Source: an optimization exercise on an open RTL-to-GDS flow (aim: a short achievable clock period and few clock cycles). Production flows keep margins and buffers that such runs may drop.
The RTL was checked by simulation tests, not by an equivalence proof against the original design.
No driver is modelled on the clock port, so clock power and skew are understated where the tree is cut down; a real chip needs a root buffer or a tree.
No activity file was given, so power comes from the tool's default toggle rates.

Setup of job 1129:
==> flow/design.v <==
`timescale 1ns / 1ps
module mem_readout_top_2(
    input clk,
    input reset,
    input wire [2:0] BX,
    input [6:0] clk_cnt,
    input [2:0] BX_pipe,
    input [5:0] number_in1,
    output [5:0] read_add1,
    input [43:0] input_L1L2_1,
    input [5:0] number_in2,
    output [5:0] read_add2,
    input [43:0] input_L1L2_2,
    input [5:0] number_in3,
    output [5:0] read_add3,
    input [43:0] input_L1L2_3,
    input [5:0] number_in4,
    output [5:0] read_add4,
    input [43:0] input_L1L2_4,
    input [5:0] number_in5,
    output [5:0] read_add5,
    input [43:0] input_L3L4_1,
    input [5:0] number_in6,
    output [5:0] read_add6,
    input [43:0] input_L3L4_2,
    input [5:0] number_in7,
    output [5:0] read_add7,
    input [43:0] input_L3L4_3,
    input [5:0] number_in8,
    output [5:0] read_add8,
    input [43:0] input_L3L4_4,
    input [5:0] number_in9,
    output [5:0] read_add9,
    input [43:0] input_L5L6_1,
    input [5:0] number_in10,
    output [5:0] read_add10,
    input [43:0] input_L5L6_2,
    input [5:0] number_in11,
    output [5:0] read_add11,
    input [43:0] input_L5L6_3,
    input [5:0] number_in12,
    output [5:0] read_add12,
    input [43:0] input_L5L6_4,
    output reg [47:0] mem_dat_stream,
    output reg valid,
    output reg send_BX,
    output reg none
);
wire [5:0] num [0:11];
assign num[0] = number_in1;   assign num[1] = number_in2;
assign num[2] = number_in3;   assign num[3] = number_in4;
assign num[4] = number_in5;   assign num[5] = number_in6;
assign num[6] = number_in7;   assign num[7] = number_in8;
assign num[8] = number_in9;   assign num[9] = number_in10;
assign num[10] = number_in11; assign num[11] = number_in12;
wire [43:0] dat [0:11];
assign dat[0] = input_L1L2_1;  assign dat[1] = input_L1L2_2;
assign dat[2] = input_L1L2_3;  assign dat[3] = input_L1L2_4;
assign dat[4] = input_L3L4_1;  assign dat[5] = input_L3L4_2;
assign dat[6] = input_L3L4_3;  assign dat[7] = input_L3L4_4;
assign dat[8] = input_L5L6_1;  assign dat[9] = input_L5L6_2;
assign dat[10] = input_L5L6_3; assign dat[11] = input_L5L6_4;
reg [5:0] addr [0:11];           
assign read_add1 = addr[0];   assign read_add2 = addr[1];
assign read_add3 = addr[2];   assign read_add4 = addr[3];
assign read_add5 = addr[4];   assign read_add6 = addr[5];
assign read_add7 = addr[6];   assign read_add8 = addr[7];
assign read_add9 = addr[8];   assign read_add10 = addr[9];
assign read_add11 = addr[10]; assign read_add12 = addr[11];
function [11:0] lowest;
    input [11:0] m;
    integer j;
    reg seen;
    begin
        seen = 1'b0;
        for (j = 0; j < 12; j = j + 1) begin
            lowest[j] = m[j] & ~seen;
            seen = seen | m[j];
        end
    end
endfunction
function [3:0] code;
    input [11:0] s;
    integer j;
    begin
        code = 4'd0;
        for (j = 0; j < 12; j = j + 1)
            code = code | ({4{s[j]}} & (j[3:0] + 4'd1));
    end
endfunction
reg [11:0] ne;                   
reg [11:0] one, two;             
reg [5:0]  nm2 [0:11];           
integer n;
always @(posedge clk) begin
    for (n = 0; n < 12; n = n + 1) begin
        ne[n]  <= |num[n];
        one[n] <= (num[n] == 6'd1);
        two[n] <= (num[n] == 6'd2);
        nm2[n] <= num[n] - 6'd2;
    end
end
reg        first;
reg [11:0] first_m, second_m;
reg [11:0] act;
reg [11:0] last;                 
reg [11:0] succ [0:11];
reg [11:0] nosucc;               
reg        busy;                 
wire [11:0] fst = lowest(ne);
wire [11:0] leave = act & last;
integer i, j;
reg [11:0] act_nxt;
reg [11:0] nosucc_nxt;
always @(*) begin
    for (j = 0; j < 12; j = j + 1) begin
        act_nxt[j] = act[j] & ~last[j];
        for (i = 0; i < j; i = i + 1)
            act_nxt[j] = act_nxt[j] | (leave[i] & succ[i][j]);
    end
end
reg [11:0] succ_nxt [0:11];
reg        seen;
always @(*) begin
    for (i = 0; i < 12; i = i + 1) begin
        seen = 1'b0;
        for (j = 0; j < 12; j = j + 1) begin
            succ_nxt[i][j] = (j > i) & ne[j] & ~seen;
            if (j > i) seen = seen | ne[j];
        end
        nosucc_nxt[i] = ~seen;
    end
end
always @(posedge clk) begin
    first  <= reset;
    nosucc <= nosucc_nxt;
    if (first) begin
        act  <= fst;
        busy <= |ne;
    end else begin
        act  <= act_nxt;
        busy <= busy & ~|(leave & nosucc);
    end
    for (n = 0; n < 12; n = n + 1) begin
        succ[n] <= succ_nxt[n];
        first_m[n]  <= reset & |num[n];
        second_m[n] <= ~reset & first_m[n];
        if (first_m[n])
            last[n] <= one[n] | two[n];
        else if (act[n])
            last[n] <= (addr[n] == nm2[n]);
        else if (second_m[n])
            last[n] <= one[n];
        if (reset)
            addr[n] <= 6'd0;
        else if (first_m[n])
            addr[n] <= 6'd1;
        else if (act[n])
            addr[n] <= addr[n] + 6'd1;
        else if (second_m[n])
            addr[n] <= 6'd0;
    end
end
reg [11:0] sel;                  
reg [3:0]  sel_code;             
reg [2:0]  hdr_bx;               
reg        dvalid;               
reg [43:0] mux;
integer k;
always @(*) begin
    mux = 44'd0;
    for (k = 0; k < 12; k = k + 1)
        mux = mux | ({44{sel[k]}} & dat[k]);
end
always @(posedge clk) begin
    sel      <= reset ? 12'd0 : first ? fst : act;
    sel_code <= reset ? 4'hF : first ? code(fst) : code(act);
    hdr_bx   <= reset ? BX : 3'd0;
    dvalid   <= ~reset & (first ? |ne : busy & ~|(act & one & second_m));
    mem_dat_stream <= {sel_code, mux[43:41] | hdr_bx, mux[40:0]};
    valid   <= ~reset & dvalid;
    send_BX <= ~reset & first;
    none    <= ~reset & (first ? ~|ne : ~busy);
end
endmodule
Settings: LEC_CHECK=0, ABC_CLOCK_PERIOD_IN_PS=1300, CAP_MARGIN=20, CORE_AREA=6 6 264 264, DIE_AREA=0 0 270 270, PLACE_DENSITY=0.6, SETUP_SLACK_MARGIN=1.8, SLEW_MARGIN=20; clock period 3.0 ns.
standard.sh (not shown) runs the stock make flow with config.mk's settings and CLKGATE_MAP_FILE= SYNTH_SCRIPT=/design/flow/synth_recipe.tcl, a recipe that flattens the netlist after the stock synthesis.
==> flow/flow/run.sh <==
#!/bin/bash
# Standard ORFS layout with three changes:
# - synthesis and the resizer do not use the slow 3- and 4-input OR and
#   4-input NOR cells (added to the platform's don't-use list);
# - the ports get plain buffers that the resizer may size freely (instead
#   of delay cells of a fixed footprint);
# - the clock tree is built by flow/mytree.tcl, hooked in before ORFS's CTS
#   step.
# Tool output goes to standard.log.
DONT_USE="$(cat flow/dont_use.txt)"
bash standard.sh PRE_CTS_TCL="$PWD/flow/pre_cts.tcl" \
  BUFFER_PORTS_ARGS="-buffer_cell sky130_fd_sc_hd__buf_4" \
  MATCH_CELL_FOOTPRINT=0 DONT_USE_CELLS="$DONT_USE" finish > standard.log 2>&1
==> flow/flow/pre_cts.tcl <==
# Replaces ORFS's clock tree synthesis with the two-level tree of mytree.tcl:
# clock port -> 4 root buffers -> 30 leaf buffers -> flip-flops.
set ::env(MT_NROOT) 4
set ::env(MT_NLEAF) 30
source [file join [file dirname [info script]] mytree.tcl]
proc clock_tree_synthesis {args} {
  puts "clock_tree_synthesis skipped: the tree was built by mytree.tcl"
}
set_propagated_clock [all_clocks]
Other scripts of this flow, unchanged in this note and not shown: flow/flow/dont_use.txt, flow/flow/mytree.tcl
Job 1129 completed end to end with timing, DRC and antenna clean.
Testbench counts of job 1129, summed over its fixed seeds: cycles 29,813.
Changes in job 524 relative to job 1129:
- changing SETUP_SLACK_MARGIN from 1.8 to 2.2
-- flow/flow/run.sh --
<<< job 1129, line 2
# Standard ORFS layout with three changes:
>>> job 524, line 2
# Standard ORFS layout with four changes:
<<< job 1129, line 7
>>> job 524, line 7
# - the output word's pins are kept together on the top edge
#   (flow/pre_io.tcl, hooked in before ORFS's pin placement);
<<< job 1129, line 12
>>> job 524, line 14
  PRE_IO_PLACEMENT_TCL="$PWD/flow/pre_io.tcl" \
-- flow/flow/pre_cts.tcl --
<<< job 1129, line 2
# clock port -> 4 root buffers -> 30 leaf buffers -> flip-flops.
>>> job 524, line 2
# clock port -> 4 root buffers -> 24 leaf buffers -> flip-flops.
<<< job 1129, line 4
set ::env(MT_NLEAF) 30
>>> job 524, line 4
set ::env(MT_NLEAF) 24
==> flow/flow/pre_io.tcl (new file) <==
# Keeps the output word's pins together on the top edge, so that the output
# registers and their port buffers sit next to their pins.
set names {valid none send_BX}
for {set b 0} {$b < 48} {incr b} { lappend names "mem_dat_stream\[$b\]" }
set_io_pin_constraint -pin_names $names -region top:40-230
[summary]
Route | job 524 vs job 1129 | wire longer in job 524. Diff job 1129 and job 524: fraction of the core area covered by cells at the end of the flow higher in job 524. Relative to job 1129, fmax has increased by 2.3% in job 524. On total via count after detailed routing, the lower figure sits with job 1129, not job 524. Number of filler instances in the final layout was higher in job 1129 than in job 524. Number of antenna violations at the first check in global routing on job 524 is down relative to job 1129. Compared job 524 against job 1129; sequential power within noise. Job 1129 -> job 524: width of the die delta 0, exact match. Total power across job 1129 and job 524: no real change.
Modified inputs, job 634 compared to job 524
- SETUP_SLACK_MARGIN: 2.2 -> 1.8
### Flow results
Diff job 524 -> job 634: maximum single-stage delay on the critical path now smaller, initial antenna violation count went up 10%, routed wire length shrank by 2.0%, proportion of power drawn by combinational gates saw a decrease.
Upper clock frequency limit: job 634 higher than job 524
The run showing the greater non-filler instance count after layout is job 524.
Total power on job 634 is ahead of job 524.
Setup changes, job 634 to job 6640
- changing ABC_CLOCK_PERIOD_IN_PS from 1300 to 1000
- changing SETUP_SLACK_MARGIN from 1.8 to 2.0
## What came out
Area of combinational cells with multiple inputs for job 6640: 930 um^2 up relative to job 634
Sort job 634 and job 6640 by post-route worst setup slack, descending, and job 6640 comes first.
Between job 6640 and job 634, it is job 6640 whose multi-input gate share of the layout cell area is higher, by 1.0 points.
Job 634 consumes less power than job 6640.
In every run of this note, the design's own scripts or RTL, not TritonCTS, make the clock network.

static timing again, ports no longer ideal:
The flow's constraints put no driver on any port. The routed layouts listed below were extracted and timed again, unchanged, in two steps.
Step 1 assumes that a clkbuf_16 drives the clock port and a buf_2 every other input.
Step 2, shift: input delay + t, output delay - t, t = (earliest + latest rising clock arrival at the registers) / 2. This alone moves slack from input paths to output paths.
Three values: ideal ports, drivers, drivers and shift; two values: the first two.
run | shift t [ns] | slack for setup (ns) | worst register clock-pin slew, ns | worst data-port slew with drivers (ns) | pins driven straight from the clock port
job 1129 | 0.481 | 1.468 / 1.353 / 1.276 | 0.08 / 0.08 | 0.28 | 4
job 524 | 0.476 | 1.503 / 1.386 / 1.361 | 0.11 / 0.11 | 0.28 | 4
job 634 | 0.469 | 1.518 / 1.407 / 1.264 | 0.11 / 0.11 | 0.28 | 4
job 6640 | 0.463 | 1.544 / 1.434 / 1.328 | 0.10 / 0.10 | 0.27 | 4
After both steps every run listed still meets setup and hold. The setup slack of job 634, which loses most, moves by -0.111 ns with the drivers and by -0.254 ns with both steps.
